Background: an optimization exercise with open tools, aiming at small area and a short achievable clock period. Do not read the settings as production practice.
At most, simulation tests tie the RTL to the original design; equivalence was not proved.
For run 8, only the layout was checked, not whether the RTL still works.
No activity file was given, so power comes from the tool's default toggle rates.

$ cat flow/run.sh
#!/bin/bash
# synth_recipe.tcl (not shown) runs the flow's synth.tcl, then flattens the netlist and writes it again
# the make line also repeats each setting of config.mk as NAME=value (left out here)
make -C /OpenROAD-flow-scripts/flow DESIGN_CONFIG=/design/flow/config.mk WORK_HOME=/design/flow/orfs CLKGATE_MAP_FILE= SYNTH_SCRIPT=/design/flow/synth_recipe.tcl finish
$ cat flow/constraint.sdc
create_clock -name core_clock -period 4.0 [get_ports {clk}]
set_input_delay 0.8000 -clock core_clock [delete_from_list [all_inputs] [get_ports {clk}]]
set_output_delay 0.8000 -clock core_clock [all_outputs]
set_load 0.01 [all_outputs]
$ cat flow/design.v
module adder(clk, rst, in_valid, operand_1, operand_2, out_valid, Sum);
input clk;
input rst;
input in_valid;
input [31:0] operand_1;
input [31:0] operand_2;
output out_valid;
output [31:0] Sum;
reg [31:0] sum;
reg [7:0] exponent_final;
reg [23:0] mantissa_final;
reg [24:0] mantissa_sum;
reg [23:0] shifted_mantissa_1,shifted_mantissa_2;
reg [7:0] tmp_new_exponent;
reg [7:0] exponent_sum;
reg sign_1, sign_2, sign_3;
reg valid_1, valid_2, valid_3, valid_4;
wire [7:0] diff_1 = operand_1[30:23]-operand_2[30:23];
wire [7:0] diff_2 = operand_2[30:23]-operand_1[30:23];
always @(posedge clk)
begin
    if(rst)
    begin
        valid_1<=0;
        valid_2<=0;
        valid_3<=0;
        valid_4<=0;
    end
    else begin
        valid_1<=in_valid;
        valid_2<=valid_1;
        valid_3<=valid_2;
        valid_4<=valid_3;
    end
end
always @(posedge clk)
begin
    sign_1<=operand_1[31];
    if(operand_1[30:23] == operand_2[30:23])
    begin
        shifted_mantissa_1<={1'b1,operand_1[22:0]};
        shifted_mantissa_2<={1'b1,operand_2[22:0]};
        tmp_new_exponent<=operand_1[30:23]+1'b1;
    end
    else if(operand_1[30:23]>operand_2[30:23])
    begin
        shifted_mantissa_1<={1'b1,operand_1[22:0]};
        shifted_mantissa_2<=({1'b1,operand_2[22:0]}>>diff_1);
        tmp_new_exponent<=operand_1[30:23]+1'b1;
    end
    else
    begin
        shifted_mantissa_2<={1'b1,operand_2[22:0]};
        shifted_mantissa_1<=({1'b1,operand_1[22:0]}>>diff_2);
        tmp_new_exponent<=operand_2[30:23]+1'b1;
    end
end
always @(posedge clk)
begin
    sign_2<=sign_1;
    mantissa_sum<=shifted_mantissa_1+shifted_mantissa_2;
    exponent_sum<=tmp_new_exponent;
end
always @(posedge clk)
begin
    sign_3<=sign_2;
    if(mantissa_sum[24]==0)
    begin
        mantissa_final<=(mantissa_sum[24:1]<<1'b1);
        exponent_final<=exponent_sum-1'b1;
    end
    else begin
        mantissa_final<=mantissa_sum[24:1];
        exponent_final<=exponent_sum;
    end
end
always @(posedge clk)
begin
    sum<={sign_3,exponent_final,mantissa_final[22:0]};
end
assign Sum = sum;
assign out_valid = valid_4;
endmodule
$ cat flow/config.mk
export PLATFORM = sky130hd
export DESIGN_NAME = adder
export DESIGN_NICKNAME = adder
export VERILOG_FILES = /design/flow/design.v
export SDC_FILE = /design/flow/constraint.sdc
export NUM_CORES = 4
export LEC_CHECK = 0
export CAP_MARGIN = 20
export CORE_MARGIN = 2
export CORE_UTILIZATION = 40
export SLEW_MARGIN = 20
==> results of run 1 <==
[final timing paths]
| check | endpoint | slack, ps | startpoint | cells after the start |
|---|---|---|---|---|
| min reg2reg | exponent_sum[2] | 320 | tmp_new_exponent[2] | 0 |
| max reg2reg | mantissa_sum[24] | 1290 | shifted_mantissa_1[9] | 9 |
| min | exponent_sum[2] | 320 | tmp_new_exponent[2] | 0 |
| max | shifted_mantissa_2[4] | 550 | operand_1[23] | 12 |
[routing by layer]
metal | routed length (µm) | global-route usage [%] | up-vias
li1 | - | - | 3473
met1 | 10200 | 28.0 | 3221
met2 | 10500 | 34.1 | 233
met3 | 1290 | 3.62 | 45
met4 | 717 | 9.14 | 0
met5 | 0 | 0 | -
[Yosys cell counts (5+ instances only)]
library cell,instances
nand4_1,7
and2_1,7
nor2b_1,19
a31oi_1,11
xnor2_1,40
inv_1,38
a221oi_1,7
a22o_1,7
mux2i_1,35
o21bai_1,5
dfxtp_1,158
o21a_1,10
mux4_2,18
nand2_1,115
o31ai_1,6
o211ai_1,7
xor2_1,11
a21o_1,8
a32o_1,6
o21ai_2,12
nor3_1,16
nor2_1,45
buf_1,6
buf_2,14
a21oi_1,57
nand2b_1,5
nand3_1,20
o21ai_0,52
a211oi_1,7
mux2_2,27
and3_1,6
ha_1,43
clkbuf_1,22
[area by class of cell]
type                            instances  area [µm²]
Inverter                               40         150
Clock buffer                           17         425
Clock inverter                         14         181
Fill cell                            1937        9870
Timing Repair Buffer                  137        1360
Tap cell                              270         338
Multi-Input combinational cell        666        4880
Sequential cell                       158        3160
[cells by family after synthesis]
kind of cell	Yosys count	synth area share [%]
XOR/XNOR	52	5.53
buffers and inverters	85	4.24
flip-flops	158	37.8
adder cells (fa/ha/maj)	46	7.14
multiplexers	80	12.6
AO/OA/AOI/OAI	227	18.1
AND/OR/NAND/NOR	261	14.6
[state kept, by name, summed over array words and instances, names as in the netlist]
signal / cells
exponent_sum: 8
valid_2: 1
sum: 32
tmp_new_exponent: 8
valid_3: 1
shifted_mantissa_2: 24
sign_3: 1
valid_1: 1
shifted_mantissa_1: 24
sign_1: 1
mantissa_sum: 24
valid_4: 1
mantissa_final: 23
exponent_final: 8
sign_2: 1
[stage by stage]
step,setup slack [ps],std cells,total power [mW]
global placement,112,1271,4.01
floorplan,835,909,3.27
CTS,572,1302,5.69
global route,419,1302,5.96
detailed placement,145,1271,4.02
finish,546,1302,5.65
[where the power goes]
part | switching, mW | internal (mW)
combinational | 0.967 | 0.901
sequential | 0.135 | 1.99
clock | 0.662 | 0.992
total | 1.77 | 3.88
[layout by cell type, fill, tap and decap left out, types with 8 or more instances in the layout]
master,Yosys,layout
a21o_1,8,8
o21a_1,10,10
nor3_1,16,16
nand3_1,20,20
clkbuf_16,0,17
xor2_1,11,11
buf_4,1,32
a31oi_1,11,11
inv_1,38,38
o21ai_0,52,52
o21ai_2,12,12
mux4_2,18,18
mux2_2,27,27
nor2b_1,19,19
clkdlybuf4s50_1,0,98
a21oi_1,57,57
xnor2_1,40,39
mux2i_1,35,35
ha_1,43,42
nor2_1,45,45
nand2_1,115,115
dfxtp_1,158,158
==> results.sh, run 1 <==
export IMPL_outcome="timing/DRC/antenna clean"
export IMPL_grt_max_degree=42
export IMPL_die_y_um=149
export IMPL_ys_ff_latch=158
export IMPL_vias=6972
export IMPL_cts_hold_buf=0
export IMPL_synth_area_leaders="dfxtp_1 38%, ha_1 6.4%, nand2_1 5.2%"
export IMPL_path_buf_inv=2
export IMPL_grt_total_usage_pct=21.1
export IMPL_fin_util_pct=51.5
export IMPL_synth_edff_count=0
export IMPL_syn_avg_cell_area_um2=9.22
export IMPL_path_cells="clkdlybuf4s50_1 -> inv_1 -> ha_1 -> fa_1 -> and2b_1 -> o21ai_2 -> a21oi_1 -> o311a_1 -> o21a_1 -> nand2_1 -> or3_1 -> a21oi_1"
export IMPL_leakage_nw=4.37
export IMPL_synth_cells=909
export IMPL_fin_hold_ws_ps=323
export IMPL_clkTransAtPathRegs_ps=60
export IMPL_grt_first_pass_wirelength_mm=35.9
export IMPL_diodes=0
export IMPL_seq_area_frac_synth_pct=37.8
export IMPL_cts_setup_buffers=0
export IMPL_fin_setup_tns_ps=0
export IMPL_critPathArrivalTime_ps=3800
export IMPL_cts_buffers=17
export IMPL_postCtsResizedCells=0
export IMPL_first_pass_iters=5
export IMPL_ir_drop_v=0.000315
export IMPL_tightest_slew_ps=655
export IMPL_ant_nets=0
export IMPL_hold_violations=0
export IMPL_synth_main_ff_cell="dfxtp_1"
export IMPL_max_clock_freq_mhz=290
export IMPL_grt_pass1_vias=6759
export IMPL_final_max_slew_viol_count=0
export IMPL_io_buffer_count=98
export IMPL_routed_via_density=5.35
export IMPL_crit_fanout=5
export IMPL_num_io_pins=100
export IMPL_grt_overflow=0
export IMPL_async_flop_share_pct=0
export IMPL_dpl_cell_area_mm2=0.00989
export IMPL_power_density_mw_per_mm2=538
export IMPL_yosysWarnings=1
export IMPL_slowest_delay_ps=530
export IMPL_num_rows=52
export IMPL_drive_gt1_share_pct=13.9
export IMPL_hp_class="flip-flop to flip-flop"
export IMPL_cts_path_max_buffers=2
export IMPL_initial_core_util_pct=41.1
export IMPL_rsz0062_at_grt="no"
export IMPL_synth_area_mm2=0.00838
export IMPL_wl_mm=22.7
export IMPL_crit_path_end_kind="flip-flop"
export IMPL_routabilityCongestion=0.911
export IMPL_finalInstanceArea_mm2=0.0105
export IMPL_drc=0
export IMPL_clk_latency_ps=430
export IMPL_dieArea_mm2=0.0221
export IMPL_cp_slowest_cell="clkdlybuf4s50_1"
export IMPL_fin_crit_sh_pct=86.3
export IMPL_synth_cell_types=72
export IMPL_cts_tree="yes"
export IMPL_critPathTopFamily="compound AO/OA/AOI/OAI gates"
export IMPL_syn_to_final_growth_pct=25.3
export IMPL_path_class="input port to flip-flop"
export IMPL_skew_ps=10.2
export IMPL_antenna_found_initial=0
export IMPL_setup_viol_count_final=0
export IMPL_cp_common_cell="a21oi_1"
export IMPL_cp_start_kind="input port"
export IMPL_synth_top_cell_by_area="dfxtp_1"
export IMPL_synth_nets=1022
export IMPL_drv_cap=0
export IMPL_h_tree_depth=4
export IMPL_cts_root_buf="clkbuf_16"
export IMPL_core_mm2=0.0204
export IMPL_synth_top_area_share_pct=37.8
export IMPL_max_slew_margin_pct=55.8
export IMPL_cts_sinks=158
export IMPL_dp_hpwl_mm=17.9
export IMPL_wire_per_inst_um=17.5
export IMPL_fin_nets=1133
export IMPL_fin_crit_ps=3450
export IMPL_required_ps=4350
export IMPL_die_width_um=149
export IMPL_drt_iter0_drc=367
==> run 2, diff against run 1 <==
==> flow/design.v (replaced) <==
module adder(clk, rst, in_valid, operand_1, operand_2, out_valid, Sum);
input clk;
input rst;
input in_valid;
input [31:0] operand_1;
input [31:0] operand_2;
output out_valid;
output [31:0] Sum;
reg [1:0] valid;
always @(posedge clk)
    if (rst) valid <= 0;
    else valid <= {valid[0:0], in_valid};
assign out_valid = valid[1];
wire [30:0] op2_iw = operand_2[30:0];
wire [31:0] a = operand_1;
wire [30:0] b = op2_iw;
wire [8:0] d12 = {1'b0, a[30:23]} - {1'b0, b[30:23]};
wire [7:0] d21 = b[30:23] - a[30:23];
wire ge = ~d12[8];
wire [7:0] dd = ge ? d12[7:0] : d21;
wire [0:0] sgn_aw = a[31];
wire [7:0] emax_aw = ge ? a[30:23] : b[30:23];
wire [22:0] fb_aw = ge ? a[22:0] : b[22:0];
wire [22:0] fs_aw = ge ? b[22:0] : a[22:0];
wire [4:0] sh_aw = dd[4:0];
wire [0:0] shz_aw = (dd[7:5] != 3'd0) || (dd[4:3] == 2'b11);
wire [23:0] x0 = shz_aw ? 24'd0 : {1'b1, fs_aw};
wire [23:0] x1 = sh_aw[0] ? (x0 >> 1) : x0;
wire [23:0] x2 = sh_aw[1] ? (x1 >> 2) : x1;
reg [0:0] sgn_s2;
reg [7:0] emax_s2;
reg [22:0] fb_s2;
reg [23:0] xs_s2;
reg [4:0] sh_s2;
always @(posedge clk) begin
    sgn_s2 <= sgn_aw;
    emax_s2 <= emax_aw;
    fb_s2 <= fb_aw;
    xs_s2 <= x2;
    sh_s2 <= sh_aw;
end
wire [23:0] x3 = sh_s2[2] ? (xs_s2 >> 4) : xs_s2;
wire [23:0] x4 = sh_s2[3] ? (x3 >> 8) : x3;
wire [23:0] x5 = sh_s2[4] ? (x4 >> 16) : x4;
wire [23:0] sml = x5;
wire [24:0] ms = {1'b1, fb_s2} + sml;
reg [0:0] sgn_c;
reg [7:0] emax_c;
reg [23:0] ms_c;
always @(posedge clk) begin
    sgn_c <= sgn_s2;
    emax_c <= emax_s2;
    ms_c <= ms[24:1];
end
wire [23:0] msn = ms_c;
wire [7:0] e = emax_c + {7'd0, msn[23]};
wire [22:0] f = msn[23] ? msn[22:0] : {msn[21:0], 1'b0};
wire [31:0] res_dw = {sgn_c, e, f};
assign Sum = res_dw;
endmodule
==> flow/flow/run.sh (new file) <==
#!/bin/bash
# Standard layout, with plain buf_1 cells as the port buffers.
export BUFFER_PORTS_ARGS="-buffer_cell sky130_fd_sc_hd__buf_1"
bash standard.sh > standard.log 2>&1
==> flow/standard.sh (new file) <==
#!/bin/bash
# synth_recipe.tcl (not shown) runs the flow's synth.tcl, then flattens the netlist and writes it again
# the make line also repeats each setting of config.mk as NAME=value (left out here)
make -C /OpenROAD-flow-scripts/flow DESIGN_CONFIG=/design/flow/config.mk WORK_HOME=/design/flow/orfs CLKGATE_MAP_FILE= SYNTH_SCRIPT=/design/flow/synth_recipe.tcl "${@:-finish}"
--- a/flow/config.mk
+++ b/flow/config.mk
@@ -6,6 +6,8 @@
 export NUM_CORES = 4
 export LEC_CHECK = 0
+export ABC_AREA = 1
 export CAP_MARGIN = 20
 export CORE_MARGIN = 2
 export CORE_UTILIZATION = 40
+export SETUP_SLACK_MARGIN = 1.3
 export SLEW_MARGIN = 20
removed: flow/run.sh
==> run 2 against run 1 <==
  * Sequential cell count decreased by 64
  * Die area decreased by 24%
  * Highest routed layer unchanged
  * Power decreased by 35%
  * Clock skew decreased by 3.1 ps
  * Count of clock-buffer cells in the layout decreased by 6
  * Synthesized cell count increased by 9.7%
  * Largest power group is now combinational cells
  * Largest cell class unchanged
  * Wire length decreased by 21%
  * Hold slack got worse by 1.1 ps
  * Non-clock buffer count decreased by 5
  * Area after synthesis decreased by 25%
==> results.sh, run 2 <==
export IMPL_drt_iter0_drc=477
export IMPL_fin_crit_ps=2640
export IMPL_leakage_nw=3.72
export IMPL_hold_violations=0
export IMPL_critPathArrivalTime_ps=2870
export IMPL_wire_per_inst_um=13.6
export IMPL_cp_common_cell="nand3_1"
export IMPL_drc=0
export IMPL_synth_main_ff_cell="dfxtp_1"
export IMPL_skew_ps=7.08
export IMPL_initial_core_util_pct=41.2
export IMPL_num_io_pins=100
export IMPL_synth_top_cell_by_area="dfxtp_1"
export IMPL_clk_latency_ps=350
export IMPL_ir_drop_v=0.000228
export IMPL_netSwitchingFraction_pct=39.5
export IMPL_fin_hold_ws_ps=322
export IMPL_crit_fanout=19
export IMPL_seq_power_share_pct=33.8
export IMPL_dieArea_mm2=0.0168
export IMPL_power_switching_mw=1.45
export IMPL_synth_edff_count=0
export IMPL_max_slew_margin_pct=55.2
export IMPL_reg_top3="ms_c (24), xs_s2 (24), fb_s2 (23)"
export IMPL_final_max_slew_viol_count=0
export IMPL_drv_cap=0
export IMPL_wl_mm=17.9
export IMPL_grt_pass1_vias=5790
export IMPL_grt_max_degree=46
export IMPL_h_tree_depth=3
export IMPL_grt_total_usage_pct=21.3
export IMPL_routed_via_density=4.92
export IMPL_hp_class="flip-flop to flip-flop"
export IMPL_ant_nets=0
export IMPL_io_buffer_count=98
export IMPL_syn_avg_cell_area_um2=6.33
export IMPL_path_cells="clkinv_1 -> buf_4 -> nand2_1 -> nand3_1 -> o21ai_0 -> o21ai_0 -> ha_1 -> a21oi_1 -> o21ai_2 -> a21oi_4 -> inv_1 -> nand3_1 -> nand3_1 -> a21oi_1 -> nand2_1"
export IMPL_fin_nets=1212
export IMPL_cts_buffers=9
export IMPL_ys_ff_latch=94
export IMPL_slowest_delay_ps=340
export IMPL_critical_path_depth=15
export IMPL_core_mm2=0.0153
export IMPL_cp_slowest_cell="ha_1"
export IMPL_async_flop_share_pct=0
export IMPL_dp_hpwl_mm=13.2
export IMPL_yosysWarnings=1
export IMPL_synth_nets=1106
export IMPL_synth_top_area_share_pct=29.8
export IMPL_cp_start_kind="flip-flop"
export IMPL_setup_viol_count_final=0
export IMPL_diodes=0
export IMPL_fin_setup_tns_ps=0
export IMPL_ff2ff_path_depth=15
export IMPL_power_frac_comb_pct=42.9
export IMPL_grt_overflow=0
export IMPL_drive_gt1_share_pct=11.9
export IMPL_critPathTopFamily="compound AO/OA/AOI/OAI gates"
export IMPL_cts_hold_buf=0
export IMPL_setup_worst_path_end="ms_c[23]"
export IMPL_synthTopCellsByCount="344 x nand2_1, 114 x inv_1, 108 x o21ai_0"
export IMPL_synth_cells=997
export IMPL_vias=6488
export IMPL_outcome="timing/DRC/antenna clean"
export IMPL_die_width_um=130
export IMPL_cts_root_buf="clkbuf_16"
export IMPL_antenna_found_initial=0
export IMPL_cts_tree="yes"
export IMPL_first_pass_iters=5
export IMPL_max_clock_freq_mhz=379
export IMPL_layout_common_cells="341 x nand2_1, 111 x inv_1, 93 x dfxtp_1"
export IMPL_path_class="flip-flop to flip-flop"
export IMPL_cts_sinks=94
export IMPL_syn_to_final_growth_pct=24.0
export IMPL_p_int_mw=2.23
export IMPL_rrSetupSlack_ps=1360
export IMPL_path_buf_inv=3
export IMPL_fin_ws_ps=1360
export IMPL_routabilityCongestion=0.930
export IMPL_tightest_slew_ps=672
export IMPL_cts_path_max_buffers=2
export IMPL_num_rows=45
export IMPL_yosysMostFrequentCell="nand2_1"
export IMPL_crit_path_end_kind="flip-flop"
export IMPL_crit_reg2reg_launch="sh_s2[2]"
export IMPL_synth_cell_types=37
export IMPL_power_density_mw_per_mm2=470
export IMPL_final_common_cell="nand2_1"
export IMPL_synth_area_leaders="dfxtp_1 30%, nand2_1 20%, o21ai_0 8.6%"
export IMPL_required_ps=4230
export IMPL_synth_area_mm2=0.00631
export IMPL_rsz0062_at_grt="yes"
export IMPL_die_y_um=130
export IMPL_fin_crit_sh_pct=66.0
export IMPL_p_clk_share_pct=23.3
export IMPL_seq_area_frac_synth_pct=29.8
export IMPL_r2r_end="ms_c[23]"
export IMPL_dp_worst_setup_slack_ps=568
export IMPL_clkTransAtPathRegs_ps=60
export IMPL_grt_first_pass_wirelength_mm=28.1
export IMPL_startpoint="sh_s2[2]"
[run 2: changes by cell type after synthesis, sizes merged, moves of 12 or more]
| cell | before | now |
|---|---|---|
| inv | 39 | 117 |
| dfxtp | 158 | 94 |
| nand3 | 20 | 48 |
| nand2 | 116 | 350 |
| xor2 | 11 | 23 |
| nor2b | 19 | 0 |
| nor2 | 46 | 60 |
| o21ai | 66 | 111 |
| mux2 | 27 | 0 |
| mux4 | 18 | 0 |
| mux2i | 35 | 0 |
| xnor2 | 41 | 5 |
[run 2: layout make-up]
cell class / instances / area (µm²)
clock buffer: 11 / 243
fill: 1613 / 7490
sequential: 94 / 1890
multi-input combinational: 747 / 4140
timing repair buffer: 132 / 777
clock inverter: 4 / 56.3
inverter: 119 / 454
tap: 211 / 264
[run 2: cell families after synthesis]
family | count (synthesis) | share of synthesized area (%)
XOR/XNOR | 28 | 3.89
buffers and inverters | 160 | 10.3
AND/OR/NAND/NOR | 482 | 31.1
flip-flops | 94 | 29.8
AO/OA/AOI/OAI | 191 | 16.2
adder cells (fa/ha/maj) | 42 | 8.69
[run 2: how the worst min path moves through the flow]
stage / start / depth (start not counted) / endpoint
2_1_floorplan: emax_s2[0] / 0 / emax_c[0]
3_3_place_gp: emax_s2[0] / 0 / emax_c[0]
3_5_place_dp: emax_s2[2] / 0 / emax_c[2]
4_1_cts: emax_s2[2] / 0 / emax_c[2]
5_1_grt: emax_s2[2] / 0 / emax_c[2]
6_report: emax_s2[2] / 0 / emax_c[2]
[run 2: metrics by stage]
| stage | util (%) | area, µm² | cells | power, mW |
|---|---|---|---|---|
| 2_1_floorplan | - | 6310 | 997 | 2.19 |
| 3_3_place_gp | 44.7 | 6850 | 1277 | 2.56 |
| 3_5_place_dp | 44.7 | 6850 | 1277 | 2.56 |
| 4_1_cts | 47.9 | 7340 | 1302 | 3.53 |
| 5_1_grt | 51.1 | 7820 | 1318 | 3.96 |
| 6_report | 51.1 | 7820 | 1318 | 3.68 |
[run 2: what timing repair did]
item | 4_1_cts | 5_1_grt
gates resized for setup | 21 | 87
cloned | 4 | 3
setup endpoints to repair | 41 | 41
hold endpoints to repair | 0 | 0
pin swaps | 6 | 15
setup buffers | 6 | 13
[run 2: power groups by stage]
stage | clock [mW] | combinational, mW | sequential (mW)
4_1_cts | 0.882 | 1.40 | 1.24
5_1_grt | 0.925 | 1.76 | 1.27
2_1_floorplan | 0 | 0.972 | 1.22
3_5_place_dp | 0 | 1.30 | 1.26
6_report | 0.856 | 1.58 | 1.24
3_3_place_gp | 0 | 1.30 | 1.26
[run 2: metal layers]
layer | vias to the layer above | global-route usage, % | wire length [µm]
met5 | - | 0 | 0
met4 | 0 | 6.26 | 272
met2 | 167 | 33.7 | 8150
li1 | 3397 | - | -
met1 | 2906 | 29.6 | 8700
met3 | 18 | 3.92 | 752
==> run 3, diff against run 2 <==
--- a/flow/config.mk
+++ b/flow/config.mk
@@ -6,5 +6,5 @@
 export NUM_CORES = 4
 export LEC_CHECK = 0
-export ABC_AREA = 1
+export ABC_AREA = 0
 export CAP_MARGIN = 20
 export CORE_MARGIN = 2
==> run 3 against run 2 <==
  * Still clean on timing, DRC and antenna
  * Fmax is 14% lower
  * Via count is 22% lower
  * Count of clock-buffer cells in the layout is 1 lower
==> results.sh, run 3 <==
export IMPL_outcome="timing/DRC/antenna clean"
export IMPL_layout_common_cells="94 x nand2_1, 92 x buf_1, 91 x dfxtp_1"
export IMPL_yosysMostFrequentCell="nand2_1"
export IMPL_path_buf_inv=2
export IMPL_synth_top_cell_by_area="dfxtp_1"
export IMPL_grt_first_pass_wirelength_mm=25.4
export IMPL_multi_input_area_mm2=0.00434
export IMPL_required_ps=4220
export IMPL_first_pass_iters=5
export IMPL_synth_top_area_share_pct=32.1
export IMPL_ff_latch_area_mm2=0.00189
export IMPL_drv_cap=0
export IMPL_num_rows=44
export IMPL_use_met2_pct=33.7
export IMPL_cp_start_kind="flip-flop"
export IMPL_setup_viol_count_final=0
export IMPL_die_y_um=125
export IMPL_max_slew_margin_pct=69.4
export IMPL_fin_setup_tns_ps=0
export IMPL_syn_avg_cell_area_um2=8.84
export IMPL_path_cells="buf_6 -> mux2i_2 -> nor4_2 -> nor2_1 -> inv_1 -> fa_2 -> a21o_1 -> a21oi_4 -> o22ai_2 -> a2111o_1 -> a21oi_2 -> o21bai_1 -> a21oi_2 -> o211ai_1"
export IMPL_crit_fanout=6
export IMPL_h_tree_depth=3
export IMPL_cts_path_max_buffers=2
export IMPL_grtUsageMet1_pct=25.5
export IMPL_synth_cells=663
export IMPL_wire_per_inst_um=15.8
export IMPL_io_buffer_count=98
export IMPL_yosysWarnings=1
export IMPL_synth_nets=772
export IMPL_drt_iter0_drc=208
export IMPL_crit_path_end_kind="flip-flop"
export IMPL_tightest_slew_ps=459
export IMPL_filler_cell_count=1338
export IMPL_hp_class="flip-flop to flip-flop"
export IMPL_cts_tree="yes"
export IMPL_drive_gt1_share_pct=25.8
export IMPL_critPathArrivalTime_ps=3300
export IMPL_max_clock_freq_mhz=325
export IMPL_drc=0
export IMPL_cp_common_cell="a21oi_2"
export IMPL_critPathTopFamily="compound AO/OA/AOI/OAI gates"
export IMPL_routabilityCongestion=0.887
export IMPL_grt_total_usage_pct=20.0
export IMPL_ir_drop_v=0.000237
export IMPL_slowest_delay_ps=420
export IMPL_cp_slowest_cell="a2111o_1"
export IMPL_ant_nets=0
export IMPL_core_mm2=0.0144
export IMPL_ys_ff_latch=94
export IMPL_clk_latency_ps=350
export IMPL_grt_pass1_vias=5165
export IMPL_die_width_um=125
export IMPL_power_density_mw_per_mm2=460
export IMPL_routed_via_density=5.15
export IMPL_fin_ws_ps=923
export IMPL_skew_ps=12.6
export IMPL_grt_overflow=0
export IMPL_met3_usage_pct=3.12
export IMPL_final_common_cell="nand2_1"
export IMPL_async_flop_share_pct=0
export IMPL_synth_area_leaders="dfxtp_1 32%, mux2i_1 14%, ha_1 8.3%"
export IMPL_dp_hpwl_mm=11.3
export IMPL_diodes=0
export IMPL_syn_to_final_growth_pct=33.1
export IMPL_vias=5056
export IMPL_clkTransAtPathRegs_ps=70
export IMPL_antenna_found_initial=0
export IMPL_hold_violations=0
export IMPL_synth_main_ff_cell="dfxtp_1"
export IMPL_cts_root_buf="clkbuf_16"
export IMPL_synthTopCellsByCount="96 x nand2_1, 94 x dfxtp_1, 84 x mux2i_1"
export IMPL_grt_max_degree=29
export IMPL_cts_buffers=9
export IMPL_synth_area_mm2=0.00586
export IMPL_leakage_nw=3.44
export IMPL_dp_worst_setup_slack_ps=342
export IMPL_seq_area_frac_synth_pct=32.1
export IMPL_fin_crit_ps=3080
export IMPL_synth_edff_count=0
export IMPL_cts_sinks=94
export IMPL_fin_nets=903
export IMPL_num_io_pins=100
export IMPL_grt_most_used_layer="met2"
export IMPL_synth_cell_types=61
export IMPL_rsz0062_at_grt="yes"
export IMPL_finalPower_mw=3.59
export IMPL_initial_core_util_pct=40.6
export IMPL_reg_top3="ms_c (24), xs_s2 (24), fb_s2 (23)"
export IMPL_fin_crit_sh_pct=76.9
export IMPL_wl_mm=15.5
export IMPL_dieArea_mm2=0.0156
export IMPL_path_class="flip-flop to flip-flop"
export IMPL_final_max_slew_viol_count=0
run 3: changes by cell type in the layout (fill, tap and decap cells not counted), moves of 23 or more:
cell and delta:
inv_1 -86, mux2_2 +27, mux2i_1 +57, mux2i_2 +23
nand2_1 -247, nand3_1 -41, o21ai_0 -75
run 3: logic make-up (layout without fill, tap and decap cells):
logic type / count (synthesis) / in the layout / synth area share, %
fa+ha+maj: 42 / 42 / 9.36
simple gates: 200 / 200 / 14.8
buf+inv: 56 / 191 / 4.36
flops: 94 / 94 / 32.1
mux: 113 / 113 / 20.2
compound gates: 126 / 126 / 14.4
xor+xnor: 32 / 32 / 4.78
run 3: routing by layer:
layer  routed length, µm  vias up  part of all wire, %
met5                   0        -                    0
met3                 629       30                  4.0
met2                7490      116                   48
li1                    -     2573                    -
met4                 386        0                  2.5
met1                7030     2337                   45
run 3: per-stage QoR:
stage	std cells	util [%]	area [µm²]	hold WS (ps)
3_5_place_dp	926	45.1	6510	312
3_3_place_gp	926	45.1	6510	311
5_1_grt	982	54.1	7800	332
4_1_cts	978	52.1	7510	328
2_1_floorplan	663	-	6020	310
6_report	982	54.1	7800	328
run 3: worst paths after layout:
check        startpoint  slack (ps)        end  cells after the start
max reg2reg    sh_s2[3]         920   ms_c[23]                     14
min          emax_s2[7]         330  emax_c[7]                      0
min reg2reg  emax_s2[7]         330  emax_c[7]                      0
max            sh_s2[3]         920   ms_c[23]                     14
run 3: repair_timing:
| action | CTS | global route |
|---|---|---|
| cloned | 2 | 0 |
| gates resized for setup | 87 | 67 |
| buffers inserted | 35 | 4 |
| pin swaps | 32 | 16 |
| endpoints found under the hold margin | 0 | 0 |
| hold buffers | 0 | 0 |
| setup endpoints to repair | 55 | 41 |
run 3: area by class of cell:
type                       count  share of cell area [%]
clock buffer                  10                    2.94
clock inverter                 5                   0.770
inverter                      27                    1.46
multi-input combinational    513                    55.6
sequential                    94                    24.2
tap                          184                    2.95
timing repair buffer         149                    12.0
run 3: power by group:
part	internal, mW	switching, mW
combinational	0.722	0.775
sequential	1.11	0.124
clock	0.484	0.373
total	2.32	1.27
==> run 4, diff against run 3 <==
--- a/flow/config.mk
+++ b/flow/config.mk
@@ -6,8 +6,9 @@
 export NUM_CORES = 4
 export LEC_CHECK = 0
-export ABC_AREA = 0
+export ABC_AREA = 1
 export CAP_MARGIN = 20
 export CORE_MARGIN = 2
 export CORE_UTILIZATION = 40
-export SETUP_SLACK_MARGIN = 1.3
+export CTS_BUF_LIST = sky130_fd_sc_hd__clkbuf_4 sky130_fd_sc_hd__clkbuf_8
+export SETUP_SLACK_MARGIN = 1.1
 export SLEW_MARGIN = 20
==> run 4 against run 3 <==
  * Die area up 7.4%
  * Count of clock-buffer cells in the layout unchanged
  * Clock skew up 2.6 ps
  * Fmax up 11%
  * Design area down 5.4%
  * Sequential power about the same
  * Via count up 27%
  * Combinational power down 5%
  * Core utilization down 5.9 points
  * Worst setup slack better by 300 ps
  * Global-route usage up 0.45 points
  * Register-to-register slack better by 400 ps
  * Critical path type is now input port to flip-flop
  * Critical endpoint is now xs_s2[13]
  * Largest cell class unchanged
==> results.sh, run 4 <==
export IMPL_power_switching_mw=1.36
export IMPL_wire_per_inst_um=13.2
export IMPL_p_int_mw=2.06
export IMPL_ff2ff_path_depth=15
export IMPL_hold_violations=0
export IMPL_cts_root_buf="clkbuf_8"
export IMPL_critPathArrivalTime_ps=3090
export IMPL_drive_gt1_share_pct=7.64
export IMPL_fin_nets=1203
export IMPL_netSwitchingFraction_pct=39.8
export IMPL_final_common_cell="nand2_1"
export IMPL_seq_area_frac_synth_pct=29.8
export IMPL_synth_area_mm2=0.00631
export IMPL_ff_latch_area_mm2=0.00188
export IMPL_grt_first_pass_wirelength_mm=27.1
export IMPL_grt_max_degree=48
export IMPL_async_flop_share_pct=0
export IMPL_crit_fanout=9
export IMPL_tightest_slew_ps=676
export IMPL_synth_edff_count=0
export IMPL_crit_path_end_kind="flip-flop"
export IMPL_clkTransAtPathRegs_ps=90
export IMPL_fin_ws_ps=1230
export IMPL_drv_cap=0
export IMPL_yosysWarnings=1
export IMPL_cts_tree="yes"
export IMPL_cts_path_max_buffers=2
export IMPL_antenna_found_initial=0
export IMPL_fin_crit_sh_pct=69.4
export IMPL_cts_buffers=9
export IMPL_synthTopCellsByCount="344 x nand2_1, 114 x inv_1, 108 x o21ai_0"
export IMPL_final_max_slew_viol_count=0
export IMPL_ant_nets=0
export IMPL_setup_viol_count_final=0
export IMPL_grt_total_usage_pct=20.4
export IMPL_first_pass_iters=5
export IMPL_reg_top3="ms_c (24), xs_s2 (24), fb_s2 (23)"
export IMPL_synth_cells=997
export IMPL_p_clk_share_pct=22.0
export IMPL_routed_via_density=4.89
export IMPL_dp_worst_setup_slack_ps=550
export IMPL_wl_mm=17.3
export IMPL_cts_hold_buf=0
export IMPL_clk_latency_ps=380
export IMPL_hp_class="flip-flop to flip-flop"
export IMPL_rsz0062_at_grt="yes"
export IMPL_initial_core_util_pct=41.2
export IMPL_drt_iter0_drc=397
export IMPL_max_slew_margin_pct=54.9
export IMPL_min_path_cells=0
export IMPL_fin_setup_tns_ps=0
export IMPL_multi_input_area_mm2=0.00391
export IMPL_seq_power_share_pct=36.3
export IMPL_layout_common_cells="344 x nand2_1, 113 x inv_1, 97 x buf_1"
export IMPL_cts_sinks=94
export IMPL_ys_ff_latch=94
export IMPL_synth_top_area_share_pct=29.8
export IMPL_required_ps=4320
export IMPL_outcome="timing/DRC/antenna clean"
export IMPL_vias=6407
export IMPL_max_clock_freq_mhz=360
export IMPL_path_class="input port to flip-flop"
export IMPL_ir_drop_v=0.000198
export IMPL_fin_crit_ps=2770
export IMPL_syn_to_final_growth_pct=16.9
export IMPL_h_tree_depth=3
export IMPL_io_buffer_count=98
export IMPL_power_frac_comb_pct=41.8
export IMPL_die_y_um=130
export IMPL_routabilityCongestion=0.924
export IMPL_filler_cell_count=1669
export IMPL_dieArea_mm2=0.0168
export IMPL_yosysMostFrequentCell="nand2_1"
export IMPL_die_width_um=130
export IMPL_diodes=0
export IMPL_skew_ps=15.2
export IMPL_num_io_pins=100
export IMPL_synth_nets=1106
export IMPL_num_rows=45
export IMPL_grt_pass1_vias=5699
export IMPL_grt_overflow=0
export IMPL_dp_hpwl_mm=13.3
export IMPL_cp_start_kind="input port"
export IMPL_leakage_nw=3.59
export IMPL_synth_main_ff_cell="dfxtp_1"
export IMPL_drc=0
export IMPL_power_density_mw_per_mm2=465
export IMPL_synth_cell_types=37
export IMPL_synth_top_cell_by_area="dfxtp_1"
export IMPL_core_mm2=0.0153
export IMPL_synth_area_leaders="dfxtp_1 30%, nand2_1 20%, o21ai_0 8.6%"
export IMPL_syn_avg_cell_area_um2=6.33
-- run 4: changes by cell type in the layout (fill, tap and decap cells not counted), moves of 17 or more --
cell | before | now
nand2_1 | 94 | 344
inv_1 | 25 | 113
o21ai_0 | 13 | 92
mux2i_1 | 57 | 0
nand3_1 | 5 | 48
mux2_2 | 27 | 0
a21oi_1 | 24 | 49
mux2i_2 | 23 | 0
xnor2_1 | 22 | 5
-- run 4: final cells by class --
class / count / share of cell area [%]
multi-input combinational: 746 / 53.0
clock buffer: 10 / 1.78
inverter: 119 / 6.06
timing repair buffer: 124 / 8.57
sequential: 94 / 25.5
tap: 211 / 3.58
clock inverter: 6 / 1.48
-- run 4: power by group through the flow --
stage               Combinational (mW)  Clock [mW]  Sequential (mW)
floorplan                        0.971           0             1.22
finish                            1.43       0.753             1.24
CTS                               1.33       0.775             1.24
global placement                  1.30           0             1.26
detailed placement                1.30           0             1.26
global route                      1.63       0.812             1.26
-- run 4: metrics by stage --
| stage | hold WS [ps] | total power [mW] | util (%) | area (µm²) | instances |
|---|---|---|---|---|---|
| 6_report | 328 | 3.43 | 48.2 | 7370 | 1310 |
| 5_1_grt | 331 | 3.70 | 48.2 | 7370 | 1310 |
| 3_5_place_dp | 312 | 2.57 | 44.7 | 6850 | 1278 |
| 2_1_floorplan | 310 | 2.19 | - | 6310 | 997 |
| 4_1_cts | 326 | 3.35 | 46.6 | 7130 | 1297 |
| 3_3_place_gp | 311 | 2.56 | 44.7 | 6850 | 1278 |
-- run 4: cell families after synthesis --
family | synth area share, %
simple gates | 31.1
flops | 29.8
buf+inv | 10.3
xor+xnor | 3.89
compound gates | 16.2
fa+ha+maj | 8.69
-- run 4: final timing paths --
| path | to | from | slack, ps |
|---|---|---|---|
| worst max-delay path | xs_s2[13] | operand_1[23] | 1230 |
| worst min-delay path | emax_c[2] | emax_s2[2] | 330 |
| worst max register to register | ms_c[23] | sh_s2[2] | 1320 |
| worst min register to register | emax_c[2] | emax_s2[2] | 330 |
-- run 4: critical path, cell delays in order --
cell      delay, ps
clkbuf_2        110
inv_1            40
ha_1            240
fa_1            390
inv_2            90
nand3_1         130
nand2_4         150
nand2_4         100
nand2_8         100
nand2_1          60
nand3_1         100
nand2_2          80
nor2_4          200
nand2_4         130
a21oi_1         210
nand2_1          70
nand2_1          80
-- run 4: per-layer routing --
layer	up-vias	track usage [%]	share of wire [%]
li1	3369	-	-
met1	2811	28.7	50
met2	191	32.0	43
met3	36	3.06	4.8
met4	0	7.02	2.8
met5	-	0	0
-- run 4: timing repair --
item                       4_1_cts  5_1_grt
setup endpoints to repair       21       41
gates cloned                     1        4
setup buffers                    2        9
pin swaps                        1        7
gates resized for setup          3       45
==> run 5, diff against run 4 <==
--- a/flow/config.mk
+++ b/flow/config.mk
@@ -11,4 +11,4 @@
 export CORE_UTILIZATION = 40
 export CTS_BUF_LIST = sky130_fd_sc_hd__clkbuf_4 sky130_fd_sc_hd__clkbuf_8
-export SETUP_SLACK_MARGIN = 1.1
+export SETUP_SLACK_MARGIN = 1.5
 export SLEW_MARGIN = 20
==> run 5 against run 4 <==
  * Wire length increased by 12%
  * Non-clock buffer count increased by 43
  * Area after synthesis stayed put
  * Die area did not move
  * Hold slack got worse by 2.9 ps
  * First-iteration DRC count is 12% higher
  * Sequential share of layout area is 3.4 points lower
  * Sequential cell count did not move
  * Global-route usage grew 1.7 points
  * Critical path type unchanged
  * Critical endpoint is now xs_s2[9]
==> results.sh, run 5 <==
export IMPL_outcome="timing/DRC/antenna clean"
export IMPL_synth_cells=997
export IMPL_antenna_found_initial=0
export IMPL_netSwitchingFraction_pct=41.0
export IMPL_grt_most_used_layer="met2"
export IMPL_p_clk_share_pct=18.2
export IMPL_dieArea_mm2=0.0168
export IMPL_grtUsageMet1_pct=30.1
export IMPL_drc=0
export IMPL_cts_hold_buf=0
export IMPL_filler_cell_count=1539
export IMPL_vias=6730
export IMPL_rsz0062_at_grt="yes"
export IMPL_fin_crit_ps=2500
export IMPL_grt_max_degree=46
export IMPL_grt_total_usage_pct=22.1
export IMPL_h_tree_depth=3
export IMPL_cp_start_kind="input port"
export IMPL_ff2ff_path_depth=16
export IMPL_rrSetupSlack_ps=1590
export IMPL_synth_cell_types=37
export IMPL_routed_via_density=4.96
export IMPL_crit_path_end_kind="flip-flop"
export IMPL_met3_usage_pct=4.00
export IMPL_setup_viol_count_final=0
export IMPL_cts_root_buf="clkbuf_8"
export IMPL_clk_latency_ps=380
export IMPL_crit_fanout=7
export IMPL_worstHoldEndpoint="emax_c[0]"
export IMPL_synth_top_area_share_pct=29.8
export IMPL_routabilityCongestion=0.903
export IMPL_clkTransAtPathRegs_ps=90
export IMPL_cp_common_cell="nand2_8"
export IMPL_die_y_um=130
export IMPL_tightest_slew_ps=742
export IMPL_cts_sinks=94
export IMPL_finalPower_mw=3.83
export IMPL_synth_area_leaders="dfxtp_1 30%, nand2_1 20%, o21ai_0 8.6%"
export IMPL_core_mm2=0.0153
export IMPL_ys_ff_latch=94
export IMPL_fin_util_pct=55.8
export IMPL_dp_hpwl_mm=13.3
export IMPL_use_met2_pct=35.2
export IMPL_initial_core_util_pct=41.2
export IMPL_synth_top_cell_by_area="dfxtp_1"
export IMPL_power_switching_mw=1.57
export IMPL_yosysMostFrequentCell="nand2_1"
export IMPL_path_class="input port to flip-flop"
export IMPL_drt_iter0_drc=443
export IMPL_power_density_mw_per_mm2=448
export IMPL_fin_crit_sh_pct=62.4
export IMPL_hold_violations=0
export IMPL_layout_common_cells="322 x nand2_1, 105 x inv_1, 89 x dfxtp_1"
export IMPL_min_path_cells=0
export IMPL_drive_gt1_share_pct=23.1
export IMPL_seq_power_share_pct=33.0
export IMPL_cts_buffers=9
export IMPL_r2r_end="ms_c[19]"
export IMPL_fin_setup_tns_ps=0
export IMPL_wl_mm=19.4
export IMPL_cts_path_max_buffers=2
export IMPL_synth_nets=1106
export IMPL_final_common_cell="nand2_1"
export IMPL_drv_cap=0
export IMPL_synth_main_ff_cell="dfxtp_1"
export IMPL_diodes=0
export IMPL_final_max_slew_viol_count=0
export IMPL_leakage_nw=3.99
export IMPL_p_int_mw=2.26
export IMPL_synthTopCellsByCount="344 x nand2_1, 114 x inv_1, 108 x o21ai_0"
export IMPL_hp_class="flip-flop to flip-flop"
export IMPL_slowest_delay_ps=350
export IMPL_synth_area_mm2=0.00631
export IMPL_path_buf_inv=4
export IMPL_ant_nets=0
export IMPL_grt_pass1_vias=5994
export IMPL_grt_overflow=0
export IMPL_crit_reg2reg_launch="sh_s2[2]"
export IMPL_yosysWarnings=1
export IMPL_syn_avg_cell_area_um2=6.33
export IMPL_seq_area_frac_synth_pct=29.8
export IMPL_grt_first_pass_wirelength_mm=29.0
export IMPL_critPathArrivalTime_ps=2770
export IMPL_num_io_pins=100
export IMPL_fin_nets=1249
export IMPL_critical_path_depth=18
export IMPL_power_frac_comb_pct=48.8
export IMPL_num_rows=45
export IMPL_syn_to_final_growth_pct=35.5
export IMPL_synth_edff_count=0
export IMPL_cts_tree="yes"
export IMPL_fin_hold_ws_ps=325
export IMPL_max_clock_freq_mhz=401
export IMPL_first_pass_iters=6
export IMPL_async_flop_share_pct=0
export IMPL_wire_per_inst_um=14.3
export IMPL_critPathTopFamily="simple AND/OR/NAND/NOR gates"
export IMPL_final_cells=1356
export IMPL_min_from="emax_s2[0]"
export IMPL_path_cells="buf_4 -> ha_4 -> fa_2 -> inv_2 -> nand3_4 -> nand2_8 -> nand2_8 -> nand2_8 -> nand2_2 -> nand2_2 -> inv_1 -> nor2_4 -> nor2_4 -> buf_12 -> nand2_4 -> nor2_2 -> nand2_1 -> nand2_1"
export IMPL_required_ps=4270
export IMPL_dp_cells=1278
export IMPL_reg_top3="ms_c (24), xs_s2 (24), fb_s2 (23)"
export IMPL_skew_ps=10.5
export IMPL_ir_drop_v=0.000178
export IMPL_cp_slowest_cell="fa_2"
export IMPL_die_width_um=130
export IMPL_io_buffer_count=98
export IMPL_max_slew_margin_pct=50.5
## run 5: cell count changes in the layout (fill, tap and decap cells not counted), moves of 10 or more
cell | before | now
nand3_2 | 0 | 10
o21ai_0 | 92 | 59
nand2_1 | 344 | 322
nand3_1 | 48 | 35
o21ai_2 | 2 | 22
o21ai_1 | 17 | 30
ha_4 | 0 | 13
a21oi_1 | 49 | 31
buf_1 | 97 | 82
ha_1 | 35 | 21
a21oi_2 | 8 | 23
buf_4 | 20 | 52
nand2_2 | 2 | 24
## run 5: kinds of logic after synthesis
| family | count (synthesis) | share of synthesized area (%) |
|---|---|---|
| AO/OA/AOI/OAI | 191 | 16.2 |
| flip-flops | 94 | 29.8 |
| AND/OR/NAND/NOR | 482 | 31.1 |
| adder cells (fa/ha/maj) | 42 | 8.69 |
| XOR/XNOR | 28 | 3.89 |
| buffers and inverters | 160 | 10.3 |
## run 5: routing by layer
layer / wire, µm / share of wire, %
met5: 0 / 0
met2: 9010 / 46
met3: 985 / 5.1
met4: 473 / 2.4
met1: 8940 / 46
## run 5: worst max path at each step
stage,end,slack [ps],from
detailed placement,xs_s2[5],610,operand_1[23]
global route,xs_s2[9],1430,operand_2[23]
CTS,ms_c[20],1470,sh_s2[2]
floorplan,xs_s2[16],1410,operand_1[23]
global placement,xs_s2[5],630,operand_1[23]
finish,xs_s2[9],1500,operand_2[23]
## run 5: layout make-up
type / instances / area (µm²) / share of cell area, %
clock buffers: 9 / 124 / 1.45
clock inverters: 7 / 97.6 / 1.14
multi-input cells: 749 / 4550 / 53.2
flip-flops and latches: 94 / 1890 / 22.1
well taps: 211 / 264 / 3.09
repair buffers: 167 / 1160 / 13.5
inverters: 119 / 467 / 5.46
## run 5: worst reg2reg max path, cell delays in order, from the launching register on
cell	delay [ps]
dfxtp_4	380
inv_6	90
clkbuf_16	150
nand2_1	50
nand2_1	110
o21ai_1	80
a31oi_1	200
ha_1	310
a21oi_1	170
o21ai_0	100
inv_1	100
nor2_1	50
nor2_1	110
nand3_2	110
nand3_2	80
nand3_2	70
xor2_1	150
## run 5: power groups by stage
| stage | clock [mW] | sequential, mW | combinational [mW] |
|---|---|---|---|
| finish | 0.696 | 1.26 | 1.87 |
| global route | 0.755 | 1.29 | 2.06 |
| CTS | 0.711 | 1.25 | 1.52 |
| detailed placement | 0 | 1.27 | 1.31 |
| global placement | 0 | 1.26 | 1.31 |
| floorplan | 0 | 1.22 | 0.982 |
## run 5: what timing repair did
action                     CTS  global route
resized for setup           75           176
pin swaps                   19            60
cloned                       8             5
hold endpoints to repair     0             0
setup buffers               20            29
setup endpoints to repair   44            44
## run 5: through the flow
step / setup WS [ps] / cell area [µm²]
after floorplan: 1410 / 6350
after global placement: 631 / 6890
after detailed placement: 606 / 6890
after CTS: 1470 / 7630
after global routing: 1430 / 8550
final: 1500 / 8550
==> run 6, diff against run 5 <==
--- a/flow/config.mk
+++ b/flow/config.mk
@@ -9,6 +9,6 @@
 export CAP_MARGIN = 20
 export CORE_MARGIN = 2
-export CORE_UTILIZATION = 40
+export CORE_UTILIZATION = 60
 export CTS_BUF_LIST = sky130_fd_sc_hd__clkbuf_4 sky130_fd_sc_hd__clkbuf_8
-export SETUP_SLACK_MARGIN = 1.5
+export SETUP_SLACK_MARGIN = 1.3
 export SLEW_MARGIN = 20
==> run 6 against run 5 <==
  * Still clean
  * Clock power decreased by 13%
  * First-iteration DRC count is 23% higher
  * Register-to-register slack worse by 180 ps
  * Non-clock buffer count is 23 lower
  * Count of clock-buffer cells in the layout is the same
  * Cell count shrank 7.2%
  * Worst setup slack worse by 210 ps
  * Via count barely moved
  * Highest routed layer unchanged
==> results.sh, run 6 <==
export IMPL_io_buffer_count=98
export IMPL_synth_area_mm2=0.00631
export IMPL_synth_cell_types=37
export IMPL_rsz0062_at_grt="no"
export IMPL_routabilityCongestion=0.989
export IMPL_cts_hold_buf=0
export IMPL_cts_sinks=94
export IMPL_syn_to_final_growth_pct=21.9
export IMPL_min_path_cells=0
export IMPL_layout_common_cells="341 x nand2_1, 111 x inv_1, 94 x buf_1"
export IMPL_h_tree_depth=3
export IMPL_fin_crit_sh_pct=67.8
export IMPL_fin_nets=1227
export IMPL_grt_first_pass_wirelength_mm=26.7
export IMPL_wire_per_inst_um=14.2
export IMPL_synth_edff_count=0
export IMPL_critPathArrivalTime_ps=3040
export IMPL_hold_violations=0
export IMPL_path_buf_inv=6
export IMPL_outcome="timing/DRC/antenna clean"
export IMPL_filler_cell_count=891
export IMPL_power_switching_mw=1.47
export IMPL_drc=0
export IMPL_wl_mm=17.9
export IMPL_worstHoldEndpoint="emax_c[0]"
export IMPL_power_frac_comb_pct=46.2
export IMPL_synth_main_ff_cell="dfxtp_1"
export IMPL_path_class="input port to flip-flop"
export IMPL_cts_root_buf="clkbuf_8"
export IMPL_slowest_delay_ps=430
export IMPL_die_width_um=107
export IMPL_p_clk_share_pct=17.6
export IMPL_cp_start_kind="input port"
export IMPL_synth_area_leaders="dfxtp_1 30%, nand2_1 20%, o21ai_0 8.6%"
export IMPL_crit_path_end_kind="flip-flop"
export IMPL_drive_gt1_share_pct=13.5
export IMPL_rrSetupSlack_ps=1410
export IMPL_initial_core_util_pct=61.4
export IMPL_seq_area_frac_synth_pct=29.8
export IMPL_num_rows=37
export IMPL_core_mm2=0.0103
export IMPL_first_pass_iters=5
export IMPL_final_max_slew_viol_count=0
export IMPL_ir_drop_v=0.000296
export IMPL_synth_cells=997
export IMPL_power_density_mw_per_mm2=449
export IMPL_min_from="emax_s2[0]"
export IMPL_setup_viol_count_final=0
export IMPL_max_slew_margin_pct=49.5
export IMPL_fin_setup_tns_ps=0
export IMPL_seq_power_share_pct=36.2
export IMPL_ys_ff_latch=94
export IMPL_critPathTopFamily="buffers and inverters"
export IMPL_syn_avg_cell_area_um2=6.33
export IMPL_antenna_found_initial=0
export IMPL_dp_hpwl_mm=12.6
export IMPL_clk_latency_ps=380
export IMPL_crit_reg2reg_launch="sh_s2[3]"
export IMPL_cts_tree="yes"
export IMPL_dp_cells=1202
export IMPL_r2r_end="ms_c[20]"
export IMPL_synth_top_cell_by_area="dfxtp_1"
export IMPL_skew_ps=9.50
export IMPL_netSwitchingFraction_pct=42.7
export IMPL_synth_nets=1106
export IMPL_final_common_cell="nand2_1"
export IMPL_dp_worst_setup_slack_ps=480
export IMPL_grt_overflow=0
export IMPL_yosysWarnings=1
export IMPL_path_cells="buf_2 -> inv_2 -> ha_4 -> fa_2 -> inv_2 -> nand3_2 -> nand2_4 -> buf_4 -> a21oi_4 -> buf_4 -> o21ai_0 -> inv_1 -> nor2_1 -> nand3_1 -> nand2_1 -> nor2_1 -> nor2_1"
export IMPL_tightest_slew_ps=756
export IMPL_grt_max_degree=29
export IMPL_synthTopCellsByCount="344 x nand2_1, 114 x inv_1, 108 x o21ai_0"
export IMPL_cts_buffers=9
export IMPL_vias=6724
export IMPL_cp_common_cell="nor2_1"
export IMPL_grt_total_usage_pct=29.9
export IMPL_clkTransAtPathRegs_ps=100
export IMPL_crit_fanout=5
export IMPL_leakage_nw=3.69
export IMPL_max_clock_freq_mhz=369
export IMPL_ant_nets=0
export IMPL_fin_ws_ps=1290
export IMPL_final_cells=1259
export IMPL_die_y_um=107
export IMPL_synth_top_area_share_pct=29.8
export IMPL_diodes=0
export IMPL_dieArea_mm2=0.0113
export IMPL_grt_pass1_vias=5750
export IMPL_yosysMostFrequentCell="nand2_1"
export IMPL_hp_class="flip-flop to flip-flop"
export IMPL_cp_slowest_cell="o21ai_0"
export IMPL_drv_cap=0
export IMPL_p_int_mw=1.98
export IMPL_critical_path_depth=17
export IMPL_required_ps=4320
export IMPL_reg_top3="ms_c (24), xs_s2 (24), fb_s2 (23)"
export IMPL_cts_path_max_buffers=2
export IMPL_drt_iter0_drc=547
export IMPL_fin_crit_ps=2710
export IMPL_ff2ff_path_depth=13
export IMPL_routed_via_density=5.34
export IMPL_async_flop_share_pct=0
export IMPL_num_io_pins=100
## run 6: cell type report
type	instances	area, µm²	area share [%]
clock buffer	9	124	1.61
clock inverter	7	63.8	0.830
inverter	119	455	5.92
multi-input combinational	749	4130	53.7
sequential	94	1890	24.6
tap	136	170	2.21
timing repair buffer	144	850	11.0
timing repair inverter	1	7.51	0.0976
## run 6: per-stage QoR
stage	util [%]	area (µm²)	hold slack, ps	total power [mW]
after CTS	70.1	7210	331	3.23
after floorplan	-	6310	310	2.19
after global placement	65.6	6750	312	2.52
final	74.8	7690	333	3.45
after global routing	74.8	7690	337	3.68
after detailed placement	65.6	6750	312	2.54
## run 6: worst reg2reg max path: stages, from the launching register on
cell and delay [ps]:
dfxtp_1 350, inv_4 140, buf_4 210, nand3_1 100, o21ai_0 90, o21ai_0 110
ha_1 380, a21oi_2 210, o21ai_1 110, a21oi_1 210, nor2_1 60, a211oi_1 190
nand2_1 150, xor2_1 160
## run 6: per-layer routing
| layer | GRT usage (%) | wire, µm | vias to the layer above |
|---|---|---|---|
| li1 | - | - | 3429 |
| met1 | 39.9 | 7690 | 2962 |
| met2 | 48.3 | 8350 | 277 |
| met3 | 4.29 | 1230 | 56 |
| met4 | 12.8 | 624 | 0 |
| met5 | 0 | 0 | - |
## run 6: power groups by stage
stage / combinational, mW / sequential [mW] / clock, mW
2_1_floorplan: 0.972 / 1.22 / 0
3_3_place_gp: 1.26 / 1.26 / 0
5_1_grt: 1.76 / 1.27 / 0.656
3_5_place_dp: 1.28 / 1.26 / 0
4_1_cts: 1.39 / 1.24 / 0.610
6_report: 1.59 / 1.25 / 0.608
## run 6: cells by family after synthesis
family	share of synthesized area, %
XOR/XNOR	3.89
buffers and inverters	10.3
AO/OA/AOI/OAI	16.2
flip-flops	29.8
adder cells (fa/ha/maj)	8.69
AND/OR/NAND/NOR	31.1
## run 6: how the worst max path moves through the flow
stage                        startpoint        end  slack (ps)
after global placement    operand_1[23]   xs_s2[2]         550
after floorplan           operand_1[23]  xs_s2[16]        1320
after detailed placement  operand_1[23]   xs_s2[2]         480
after global routing      operand_1[25]   xs_s2[0]        1250
after CTS                 operand_1[23]   xs_s2[5]        1300
final                     operand_1[23]   xs_s2[0]        1290
## run 6: timing repair
action	4_1_cts	5_1_grt
cloned	5	4
hold endpoints to repair	0	0
resized for setup	31	79
pin swaps	6	28
endpoints found under the setup margin	41	49
buffers inserted	11	21
==> run 7, diff against run 6 <==
--- a/flow/config.mk
+++ b/flow/config.mk
@@ -9,5 +9,5 @@
 export CAP_MARGIN = 20
 export CORE_MARGIN = 2
-export CORE_UTILIZATION = 60
+export CORE_UTILIZATION = 40
 export CTS_BUF_LIST = sky130_fd_sc_hd__clkbuf_4 sky130_fd_sc_hd__clkbuf_8
 export SETUP_SLACK_MARGIN = 1.3
==> run 7 against run 6 <==
  * Critical endpoint is now xs_s2[18]
  * Cell count is 5.0% higher
  * Clock power is 5.9% higher
  * Non-clock buffer count is 8 lower
  * Global-route usage is 8.9 points lower
  * Power is 0.37% higher
  * Largest power group unchanged
  * Hold slack worse by 7.4 ps
  * Critical path depth stayed put
  * Register-to-register slack hardly changed
  * Design area stayed put
  * First-iteration DRC count is 18% lower
  * Synthesized cell count stayed put
==> results.sh, run 7 <==
export IMPL_outcome="timing/DRC/antenna clean"
export IMPL_critPathArrivalTime_ps=2940
export IMPL_fin_setup_tns_ps=0
export IMPL_grt_first_pass_wirelength_mm=27.8
export IMPL_io_buffer_count=98
export IMPL_grtUsageMet1_pct=29.5
export IMPL_die_width_um=130
export IMPL_synth_adder_area_share_pct=8.69
export IMPL_synth_main_ff_cell="dfxtp_1"
export IMPL_ys_ff_latch=94
export IMPL_drt_iter0_drc=451
export IMPL_dieArea_mm2=0.0168
export IMPL_synth_area_leaders="dfxtp_1 30%, nand2_1 20%, o21ai_0 8.6%"
export IMPL_max_clock_freq_mhz=384
export IMPL_synth_xor_area_share_pct=3.89
export IMPL_drc=0
export IMPL_final_common_cell="nand2_1"
export IMPL_diodes=0
export IMPL_synth_nets=1106
export IMPL_ant_nets=0
export IMPL_grt_overflow=0
export IMPL_syn_to_final_growth_pct=21.9
export IMPL_path_class="input port to flip-flop"
export IMPL_synth_cells=997
export IMPL_routabilityCongestion=0.930
export IMPL_clkTransAtPathRegs_ps=90
export IMPL_synth_edff_count=0
export IMPL_finalInstanceArea_mm2=0.00769
export IMPL_antenna_found_initial=0
export IMPL_cts_tree="yes"
export IMPL_synth_area_mm2=0.00631
export IMPL_num_rows=45
export IMPL_clk_latency_ps=380
export IMPL_drv_cap=0
export IMPL_grt_max_degree=46
export IMPL_cts_root_buf="clkbuf_8"
export IMPL_synth_cell_types=37
export IMPL_synth_simple_area_share_pct=31.1
export IMPL_fin_crit_ps=2610
export IMPL_initial_core_util_pct=41.2
export IMPL_max_slew_margin_pct=54.6
export IMPL_wire_per_inst_um=13.6
export IMPL_dp_hpwl_mm=13.2
export IMPL_skew_ps=10.3
export IMPL_num_io_pins=100
export IMPL_synthMuxAreaShare_pct=0
export IMPL_leakage_nw=3.67
export IMPL_synthTopCellsByCount="344 x nand2_1, 114 x inv_1, 108 x o21ai_0"
export IMPL_routed_via_density=4.93
export IMPL_synth_compound_area_share_pct=16.2
export IMPL_cp_start_kind="input port"
export IMPL_setup_viol_count_final=0
export IMPL_hp_class="flip-flop to flip-flop"
export IMPL_die_y_um=130
export IMPL_syn_avg_cell_area_um2=6.33
export IMPL_grt_most_used_layer="met2"
export IMPL_yosysWarnings=1
export IMPL_met3_usage_pct=3.72
export IMPL_cts_buffers=9
export IMPL_final_max_slew_viol_count=0
export IMPL_fin_crit_sh_pct=65.1
export IMPL_cts_sinks=94
export IMPL_synth_top_family_by_area="simple AND/OR/NAND/NOR gates"
export IMPL_ir_drop_v=0.000187
export IMPL_wl_mm=17.9
export IMPL_layout_common_cells="341 x nand2_1, 113 x inv_1, 95 x buf_1"
export IMPL_crit_path_end_kind="flip-flop"
export IMPL_dpl_cell_area_mm2=0.00685
export IMPL_synth_top_area_share_pct=29.8
export IMPL_async_flop_share_pct=0
export IMPL_grt_pass1_vias=5748
export IMPL_drive_gt1_share_pct=11.8
export IMPL_yosysMostFrequentCell="nand2_1"
export IMPL_crit_fanout=9
export IMPL_cts_path_max_buffers=2
export IMPL_power_density_mw_per_mm2=450
export IMPL_use_met2_pct=33.4
export IMPL_seq_area_frac_synth_pct=29.8
export IMPL_tightest_slew_ps=681
export IMPL_fin_nets=1216
export IMPL_vias=6515
export IMPL_reg_top3="ms_c (24), xs_s2 (24), fb_s2 (23)"
export IMPL_rsz0062_at_grt="yes"
export IMPL_cts_hold_buf=0
export IMPL_required_ps=4330
export IMPL_core_mm2=0.0153
export IMPL_hold_violations=0
export IMPL_h_tree_depth=3
export IMPL_first_pass_iters=5
export IMPL_grt_total_usage_pct=21.0
export IMPL_synth_top_cell_by_area="dfxtp_1"
## run 7: cell types whose count changed in the layout (fill, tap and decap cells not counted), sizes merged
cell      previous run  this run
buf                140       129
clkbuf              12        17
clkinvlp             4         0
inv                122       119
clkinv               1         3
a21oi               61        60
bufinv               0         1
nand2              354       353
## run 7: cells by family after synthesis
group                      after synthesis
adders and majority gates               42
and+or+nand+nor                        482
buffers and inverters                  160
DFF                                     94
AOI/OAI and AO/OA                      191
xor gates and xnor gates                28
## run 7: metal layers
layer / wire (µm) / vias up
met3: 879 / 20
met2: 8040 / 191
met1: 8730 / 2903
met5: 0 / -
li1: - / 3401
met4: 282 / 0
## run 7: where the power goes
group	switching (mW)	internal [mW]
Sequential	0.107	1.14
Clock	0.330	0.314
Combinational	0.990	0.584
Total	1.43	2.04
## run 7: final cells by class
class | count | area [µm²]
inverter | 119 | 449
clock inverter | 4 | 56.3
sequential | 94 | 1890
fill | 1636 | 7620
clock buffer | 11 | 145
timing repair buffer | 136 | 768
multi-input combinational | 747 | 4120
tap | 211 | 264
## run 7: through the flow
stage	hold WS [ps]	instances	power, mW	setup slack (ps)	util [%]
global route	322	1322	3.73	1260	50.2
floorplan	310	997	2.19	1320	-
detailed placement	312	1277	2.56	568	44.7
finish	326	1322	3.46	1390	50.2
global placement	311	1277	2.56	575	44.7
CTS	324	1299	3.27	1310	46.9
## run 7: path summary, 6_finish.rpt
path / slack (ps) / depth (start not counted) / end / start
worst max-delay path: 1390 / 17 / xs_s2[18] / operand_1[23]
worst min-delay path: 330 / 0 / emax_c[2] / emax_s2[2]
worst max register to register: 1420 / 14 / ms_c[20] / sh_s2[2]
worst min register to register: 330 / 0 / emax_c[2] / emax_s2[2]
## run 7: timing repair
item / 4_1_cts / 5_1_grt
gates cloned: 3 / 6
pin swaps: 5 / 18
endpoints found under the setup margin: 41 / 40
resized for setup: 17 / 90
buffers inserted: 4 / 17
## run 7: worst max-delay path, stage by stage
cell and delay, ps:
clkbuf_2 100, inv_1 50, ha_2 210, fa_2 340
inv_2 100, nand3_4 110, nand2_8 130, a21oi_4 100
buf_4 150, nand2_1 60, nand2_1 90, nor2_4 190
buf_6 140, nand2_8 80, a21oi_4 140, nand2_1 80
nand2_1 60
==> run 8, diff against run 7 <==
--- a/flow/design.v
+++ b/flow/design.v
@@ -25,5 +25,5 @@
 wire [4:0] sh_aw = dd[4:0];
 wire [0:0] shz_aw = (dd[7:5] != 3'd0) || (dd[4:3] == 2'b11);
-wire [23:0] x0 = shz_aw ? 24'd0 : {1'b1, fs_aw};
+wire [23:0] x0 = {1'b1, fs_aw};
 wire [23:0] x1 = sh_aw[0] ? (x0 >> 1) : x0;
 wire [23:0] x2 = sh_aw[1] ? (x1 >> 2) : x1;
@@ -33,4 +33,5 @@
 reg [23:0] xs_s2;
 reg [4:0] sh_s2;
+reg [0:0] shz_s2;
 always @(posedge clk) begin
     sgn_s2 <= sgn_aw;
@@ -39,6 +40,8 @@
     xs_s2 <= x2;
     sh_s2 <= sh_aw;
+    shz_s2 <= shz_aw;
 end
-wire [23:0] x3 = sh_s2[2] ? (xs_s2 >> 4) : xs_s2;
+wire [23:0] xz2 = shz_s2 ? 24'd0 : xs_s2;
+wire [23:0] x3 = sh_s2[2] ? (xz2 >> 4) : xz2;
 wire [23:0] x4 = sh_s2[3] ? (x3 >> 8) : x3;
 wire [23:0] x5 = sh_s2[4] ? (x4 >> 16) : x4;
==> run 8 against run 7 <==
  * Still clean on timing, DRC and antenna
  * Clock skew increased by 6.3 ps
  * Hold slack improved by 7.6 ps
  * First-iteration DRC count decreased by 15%
  * Worst setup slack got worse by 77 ps
  * Fmax decreased by 2.9%
  * Sequential share of layout area decreased by 0.36 points
  * Cell count decreased by 5.7%
  * Die area increased by 2.4%
  * Combinational power increased by 13%
  * Register-to-register slack got worse by 100 ps
  * Synthesized cell count decreased by 8.5%
  * Critical endpoint is now ms_c[11]
  * Largest cell class unchanged
  * Largest power group unchanged
==> results.sh, run 8 <==
export IMPL_ant_nets=0
export IMPL_dpl_cell_area_mm2=0.00693
export IMPL_max_slew_margin_pct=58.2
export IMPL_crit_path_end_kind="flip-flop"
export IMPL_fin_crit_ps=2680
export IMPL_synth_cells=912
export IMPL_tightest_slew_ps=627
export IMPL_synth_edff_count=0
export IMPL_routed_via_density=4.96
export IMPL_wl_mm=16.6
export IMPL_initial_core_util_pct=40.9
export IMPL_antenna_found_initial=0
export IMPL_final_common_cell="nand2_1"
export IMPL_grt_total_usage_pct=18.8
export IMPL_r2r_end="ms_c[11]"
export IMPL_slowest_delay_ps=370
export IMPL_yosysWarnings=1
export IMPL_clkTransAtPathRegs_ps=100
export IMPL_min_path_cells=0
export IMPL_syn_to_final_growth_pct=22.4
export IMPL_fin_hold_ws_ps=334
export IMPL_cts_tree="yes"
export IMPL_synthTopCellsByCount="192 x nand2_1, 121 x inv_1, 95 x dfxtp_1"
export IMPL_async_flop_share_pct=0
export IMPL_rsz0062_at_grt="yes"
export IMPL_fin_ws_ps=1320
export IMPL_setup_viol_count_final=0
export IMPL_synth_cell_types=42
export IMPL_fin_setup_tns_ps=0
export IMPL_synth_adder_area_share_pct=8.48
export IMPL_critPathArrivalTime_ps=2940
export IMPL_worstHoldEndpoint="emax_c[0]"
export IMPL_cts_root_buf="clkbuf_8"
export IMPL_die_width_um=131
export IMPL_outcome="timing/DRC/antenna clean"
export IMPL_crit_reg2reg_launch="shz_s2"
export IMPL_fin_crit_sh_pct=67.0
export IMPL_leakage_nw=3.61
export IMPL_grt_first_pass_wirelength_mm=26.8
export IMPL_h_tree_depth=3
export IMPL_wire_per_inst_um=13.3
export IMPL_cts_path_max_buffers=2
export IMPL_final_max_slew_viol_count=0
export IMPL_cts_sinks=95
export IMPL_path_class="flip-flop to flip-flop"
export IMPL_cp_start_kind="flip-flop"
export IMPL_seq_area_frac_synth_pct=29.4
export IMPL_core_mm2=0.0158
export IMPL_cp_slowest_cell="dfxtp_2"
==> run 8: cells by family after synthesis <==
| kind of cell | after synthesis |
|---|---|
| and+or+nand+nor | 317 |
| AOI/OAI and AO/OA | 259 |
| buffers and inverters | 169 |
| DFF | 95 |
| adders and majority gates | 42 |
| xor gates and xnor gates | 30 |
==> run 8: per-stage QoR <==
step | total power [mW] | utilization (%)
2_1_floorplan | 2.40 | -
3_3_place_gp | 2.76 | 43.8
3_5_place_dp | 2.76 | 43.8
4_1_cts | 3.47 | 46.3
5_1_grt | 4.01 | 50.0
6_report | 3.71 | 50.0
==> run 8: cell type report <==
cell class / count / area (µm²)
clock buffers: 9 / 124
clock inverters: 7 / 63.8
fillers: 1631 / 7910
inverters: 124 / 477
multi-input cells: 650 / 4240
flip-flops and latches: 95 / 1910
well taps: 216 / 270
repair buffers: 145 / 821
repair inverters: 1 / 7.51
==> run 8: worst register-to-register path, stage by stage, from the launching register on <==
cell        delay, ps
dfxtp_2           370
nor2_4            150
clkinvlp_4        190
buf_6             170
o22ai_4           160
a21oi_2            80
a22oi_2           220
ha_4              260
a21oi_4           180
o21ai_4            90
a21oi_4           220
inv_2              60
a21o_1            170
nand2_1            60
nand2_1            50
xor2_1            150
==> run 8: worst max-delay path by stage <==
stage                   from       end  cells after the start
detailed placement  sh_s2[2]  ms_c[19]                     14
global placement    sh_s2[2]  ms_c[19]                     14
global route        sh_s2[2]  ms_c[19]                     17
CTS                 sh_s2[2]  ms_c[19]                     16
finish                shz_s2  ms_c[11]                     15
floorplan           sh_s2[2]  ms_c[11]                     16
==> run 8: what timing repair did <==
| item | 4_1_cts | 5_1_grt |
|---|---|---|
| setup buffers | 10 | 25 |
| cloned | 2 | 4 |
| resized for setup | 27 | 80 |
| pin swaps | 7 | 27 |
| setup endpoints to repair | 50 | 62 |
| hold buffers | 0 | 0 |
==> run 8: metal layers <==
layer | share of wire (%) | wire length (µm) | global-route usage, %
met1 | 50 | 8330 | 27.2
met4 | 2.0 | 326 | 5.56
met2 | 43 | 7150 | 29.3
met5 | 0 | 0 | 0
met3 | 4.7 | 771 | 2.24
==> run 8: where the power goes <==
group	total (mW)	switching, mW	internal (mW)
clock	0.608	0.370	0.239
combinational	1.78	1.08	0.699
sequential	1.33	0.133	1.19

Setup slack of run 8, layout unchanged: 1.318 ns with ideal ports, 1.318 ns with driving cells assumed (clock clkbuf_16, inputs buf_2), 0.998 ns with port delays also shifted by the 0.401 ns mid clock arrival.
